This design comes from an exercise in tuning for small area on the open sky130 flow, not from production work. The RTL was checked by simulation tests, not by an equivalence proof against the original design. Power is estimated from default activity; no workload was simulated.

== before ==
==> flow/design.v (excerpt) <==
module j1(
  input wire clk,
  input wire resetq,
  output wire io_rd,
  output wire io_wr,
  output wire [15:0] mem_addr,
  output wire mem_wr,
  output wire [15:0] dout,
  input  wire [15:0] mem_din,
  input  wire [15:0] io_din,
  output wire [12:0] code_addr,
  input  wire [15:0] insn);
  reg [4:0] dsp, rsp;
  reg [15:0] st0;
  reg [12:0] pc;
  reg reboot;
  wire [15:0] st1, rst0;
  wire is_lit  = insn[15];
  wire is_jmp  = (insn[15:13] == 3'b000);
  wire is_cjmp = (insn[15:13] == 3'b001);
  wire is_call = (insn[15:13] == 3'b010);
  wire is_alu  = (insn[15:13] == 3'b011);
  wire [3:0] op = insn[11:8];
  wire [2:0] fn = insn[6:4];
  genvar i;
  wire [15:0] T = st0;
  wire [15:0] N = st1;
  wire sub = op[0] | op[3];
  wire [15:0] a = N ^ {16{sub}};
  wire [15:0] p = a ^ T;
  wire [15:0] g0 = a & T;
  wire [15:0] g1, g2, g3, g4, p1, p2, p3;
  generate
    for (i = 0; i < 16; i = i + 1) begin : g_pfx
      if (i & 1) begin : l1
        assign g1[i] = g0[i] | (p[i] & g0[i - 1]);
        assign p1[i] = p[i] & p[i - 1];
      end else begin : l1n
        assign g1[i] = g0[i];
        assign p1[i] = p[i];
      end
      if (i & 2) begin : l2
        assign g2[i] = g1[i] | (p1[i] & g1[(i & ~1) - 1]);
        assign p2[i] = p1[i] & p1[(i & ~1) - 1];
      end else begin : l2n
        assign g2[i] = g1[i];
        assign p2[i] = p1[i];
      end
      if (i & 4) begin : l3
        assign g3[i] = g2[i] | (p2[i] & g2[(i & ~3) - 1]);
        assign p3[i] = p2[i] & p2[(i & ~3) - 1];
      end else begin : l3n
        assign g3[i] = g2[i];
        assign p3[i] = p2[i];
      end
      if (i & 8) begin : l4
  ...
==> flow/config.mk <==
export PLATFORM = sky130hd
export DESIGN_NAME = j1
export DESIGN_NICKNAME = j1
export VERILOG_FILES = /design/flow/design.v
export SDC_FILE = /design/flow/constraint.sdc
export NUM_CORES = 4
export LEC_CHECK = 0
export CAP_MARGIN = 20
export CORE_MARGIN = 2
export CORE_UTILIZATION = 40
export SLEW_MARGIN = 20
export SYNTH_HIERARCHICAL = 1
==> flow/constraint.sdc <==
create_clock -name core_clock -period 4.5 [get_ports {clk}]
set_input_delay 0.9000 -clock core_clock [delete_from_list [all_inputs] [get_ports {clk}]]
set_output_delay 0.9000 -clock core_clock [all_outputs]
set_load 0.01 [all_outputs]
standard.sh (not shown) runs the stock make flow with config.mk's settings and CLKGATE_MAP_FILE= SYNTH_SCRIPT=/design/flow/synth_recipe.tcl, a recipe that flattens the netlist after the stock synthesis.
==> flow/flow/run.sh <==
#!/bin/bash
# The standard layout (standard.sh) with these changes:
# - synthesis is the standard one except that ABC maps the logic with the
#   area-oriented script flow/area.abc (registers are untouched by ABC);
# - the smallest buffer on each port;
# - timing-driven placement that does not keep its trial buffering;
# - a clock tree of clkbuf_8 buffers, at most 14 sinks per leaf buffer,
#   without dummy loads.
set -euo pipefail
W=$PWD
sed 's|^source \$::env(SCRIPTS_DIR)/synth_preamble.tcl$|&\nset abc_args [list -script '"$W"'/flow/area.abc {*}[lrange $abc_args 2 end]]|' \
  "$FLOW_HOME/scripts/synth.tcl" > my_synth_body.tcl
grep -q "flow/area.abc" my_synth_body.tcl
sed 's|^source \$::env(SCRIPTS_DIR)/synth.tcl$|source '"$W"'/my_synth_body.tcl|' synth_recipe.tcl > my_synth.tcl
grep -q "my_synth_body.tcl" my_synth.tcl
sed 's|SYNTH_SCRIPT=[^ ]*|SYNTH_SCRIPT='"$W"'/my_synth.tcl|' standard.sh > my_standard.sh
grep -q "SYNTH_SCRIPT=$W/my_synth.tcl" my_standard.sh
export BUFFER_PORTS_ARGS="-buffer_cell sky130_fd_sc_hd__buf_1"
export GPL_KEEP_OVERFLOW=0
export CTS_ARGS="-sink_clustering_enable -repair_clock_nets -buf_list sky130_fd_sc_hd__clkbuf_8 -sink_clustering_size 14 -sink_clustering_max_diameter 80 -dont_use_dummy_load"
bash my_standard.sh > standard.log 2>&1
==> flow/flow/area.abc <==
strash
&get -n
&st
&syn2
&dch
&nf
&st
&syn2
&dch
&nf
&put
topo
dnsize -c
The following lists how after was set up differently from before:
--- a/flow/design.v
+++ b/flow/design.v
@@ -1,31 +1,19 @@
 module nor2m(input wire a, input wire b, output wire y);
   assign y = ~(a | b);
 endmodule
 module sel16(
   input wire en,
   input wire [2:0] a,
   output wire [15:0] y);
   wire [3:0] lo_n = ~({4{en}} & (4'd1 << a[1:0]));
-  wire [1:0] hi_n = ~(2'd1 << a[2]);
-  genvar k;
-  generate
-    for (k = 0; k < 16; k = k + 1) begin : g_k
-      nor2m u(.a(lo_n[k % 4]), .b(hi_n[(k / 4) % 2]), .y(y[k]));
-    end
-  endgenerate
-endmodule
-module rsel16(
-  input wire [2:0] a,
-  output wire [15:0] y);
-  wire [3:0] lo_n = ~(4'd1 << a[1:0]);
   wire [1:0] hi_n = ~(2'd1 << a[2]);
   genvar k;
   generate
     for (k = 0; k < 16; k = k + 1) begin : g_k
       nor2m u(.a(lo_n[k % 4]), .b(hi_n[(k / 4) % 2]), .y(y[k]));
     end
   endgenerate
 endmodule
 module aoi222(
   input wire a1, input wire a2,
   input wire b1, input wire b2,
@@ -219,45 +207,45 @@
   wire [12:0] pcc;
   generate
     assign pcc[0] = 1'b1;
     for (i = 1; i < 13; i = i + 1) begin : g_inc
       assign pcc[i] = &pc[i - 1:0];
     end
   endgenerate
   wire [12:0] pc_plus_1 = pc ^ pcc;
   wire [15:0] rstkD = insn[13] ? st0 : {2'b00, pc_plus_1, 1'b0};
   reg [15:0] dstk [0:7];
   reg [15:0] rstk [0:7];
-  wire [15:0] dwe, rwe, dsel, rsel;
+  wire [15:0] dwe, rwe;
+  wire [7:0] dsel = 8'd1 << dsp[2:0];
+  wire [7:0] rsel = 8'd1 << rsp[2:0];
   sel16 u_dwe(.en(dstkW), .a(dspN[2:0]), .y(dwe));
   sel16 u_rwe(.en(rstkW), .a(rspN[2:0]), .y(rwe));
-  rsel16 u_dsel(.a(dsp[2:0]), .y(dsel));
-  rsel16 u_rsel(.a(rsp[2:0]), .y(rsel));
   generate
     for (i = 0; i < 8; i = i + 1) begin : g_st
       always @(posedge clk) begin
         if (dwe[i])
           dstk[i][7:0] <= st0[7:0];
         if (dwe[8 + i])
           dstk[i][15:8] <= st0[15:8];
         if (rwe[i])
           rstk[i][7:0] <= rstkD[7:0];
         if (rwe[8 + i])
           rstk[i][15:8] <= rstkD[15:8];
       end
     end
   endgenerate
   stack_rd dread(.d({dstk[7], dstk[6], dstk[5], dstk[4], dstk[3], dstk[2], dstk[1], dstk[0]}),
-                 .sel_lo(dsel[7:0]), .sel_hi(dsel[15:8]), .q(st1));
+                 .sel_lo(dsel), .sel_hi(dsel), .q(st1));
   stack_rd rread(.d({rstk[7], rstk[6], rstk[5], rstk[4], rstk[3], rstk[2], rstk[1], rstk[0]}),
-                 .sel_lo(rsel[7:0]), .sel_hi(rsel[15:8]), .q(rst0));
+                 .sel_lo(rsel), .sel_hi(rsel), .q(rst0));
   wire take = is_jmp | is_call | (is_cjmp & ~|st0);
   wire ret = is_alu & insn[7];
   wire sel_jmp = ~reboot & take;
   wire sel_ret = ~reboot & ret;
   wire sel_inc = ~reboot & ~take & ~ret;
   wire [12:0] pcN;
   generate
     for (i = 0; i < 13; i = i + 1) begin : g_pc
       wire pcn_n;
       aoi222 u_pc(.a1(sel_jmp), .a2(insn[i]), .b1(sel_ret), .b2(rst0[i + 1]), .c1(sel_inc), .c2(pc_plus_1[i]), .y(pcn_n));
       assign pcN[i] = ~pcn_n;
- Diff before -> after: global-route wire length before repair now larger, critical path depth now larger, vias per cell now larger, net count of the finished layout now larger, final wirelength now larger.
- Looking only at share of cell area taken by flip-flops and latches, and setting everything else aside, the lower value of after and before goes to after.
- Looking only at area added between synthesis and finish, and setting everything else aside, the higher value of after and before goes to after.
- Sequential share of the synthesized area: after vs before, no meaningful difference
- Diff before -> after: number of flip-flops and latches now sits at about the same level; cell count after synthesis fell 3; ratio of final minimum period to clock period lost 0.26 points; power rose about 1.4%.
- NOTE non-clock buffer count before->after increased by more than 10%
- Comparing before with after, the maximum frequency came out essentially unchanged.

[separate check: timing with driven ports]
The flow's constraints put no driver on any port. The routed layouts listed below were extracted and timed again, unchanged, in two steps. Step 1 sets driving cells, clkbuf_16 on the clock port and buf_2 on the other inputs (assumed; they add their load-dependent delay and slew). Step 2 also shifts input and output timing later by t, the mid clock arrival at the registers, as if the neighbouring blocks saw the same clock. Three values: ideal, step 1, step 2; two values: the first two.
| run | t (ns) | setup slack, ns | hold WS [ns] | slew at the worst register clock pin (ns) | worst data-port slew with drivers (ns) |
|---|---|---|---|---|---|
| before | 0.612 | 0.149 / 0.101 / -0.425 | 0.208 / 0.187 / 0.590 | 0.10 / 0.10 | 0.04 |
| after | 0.613 | 0.160 / 0.160 / -0.437 | 0.227 / 0.198 / 0.590 | 0.10 / 0.10 | 0.06 |
Met with ideal ports but missed after step 2: setup timing in before and after. For after, which loses most, drivers alone change the setup slack by 0.000 ns; drivers and shift together by -0.597 ns.
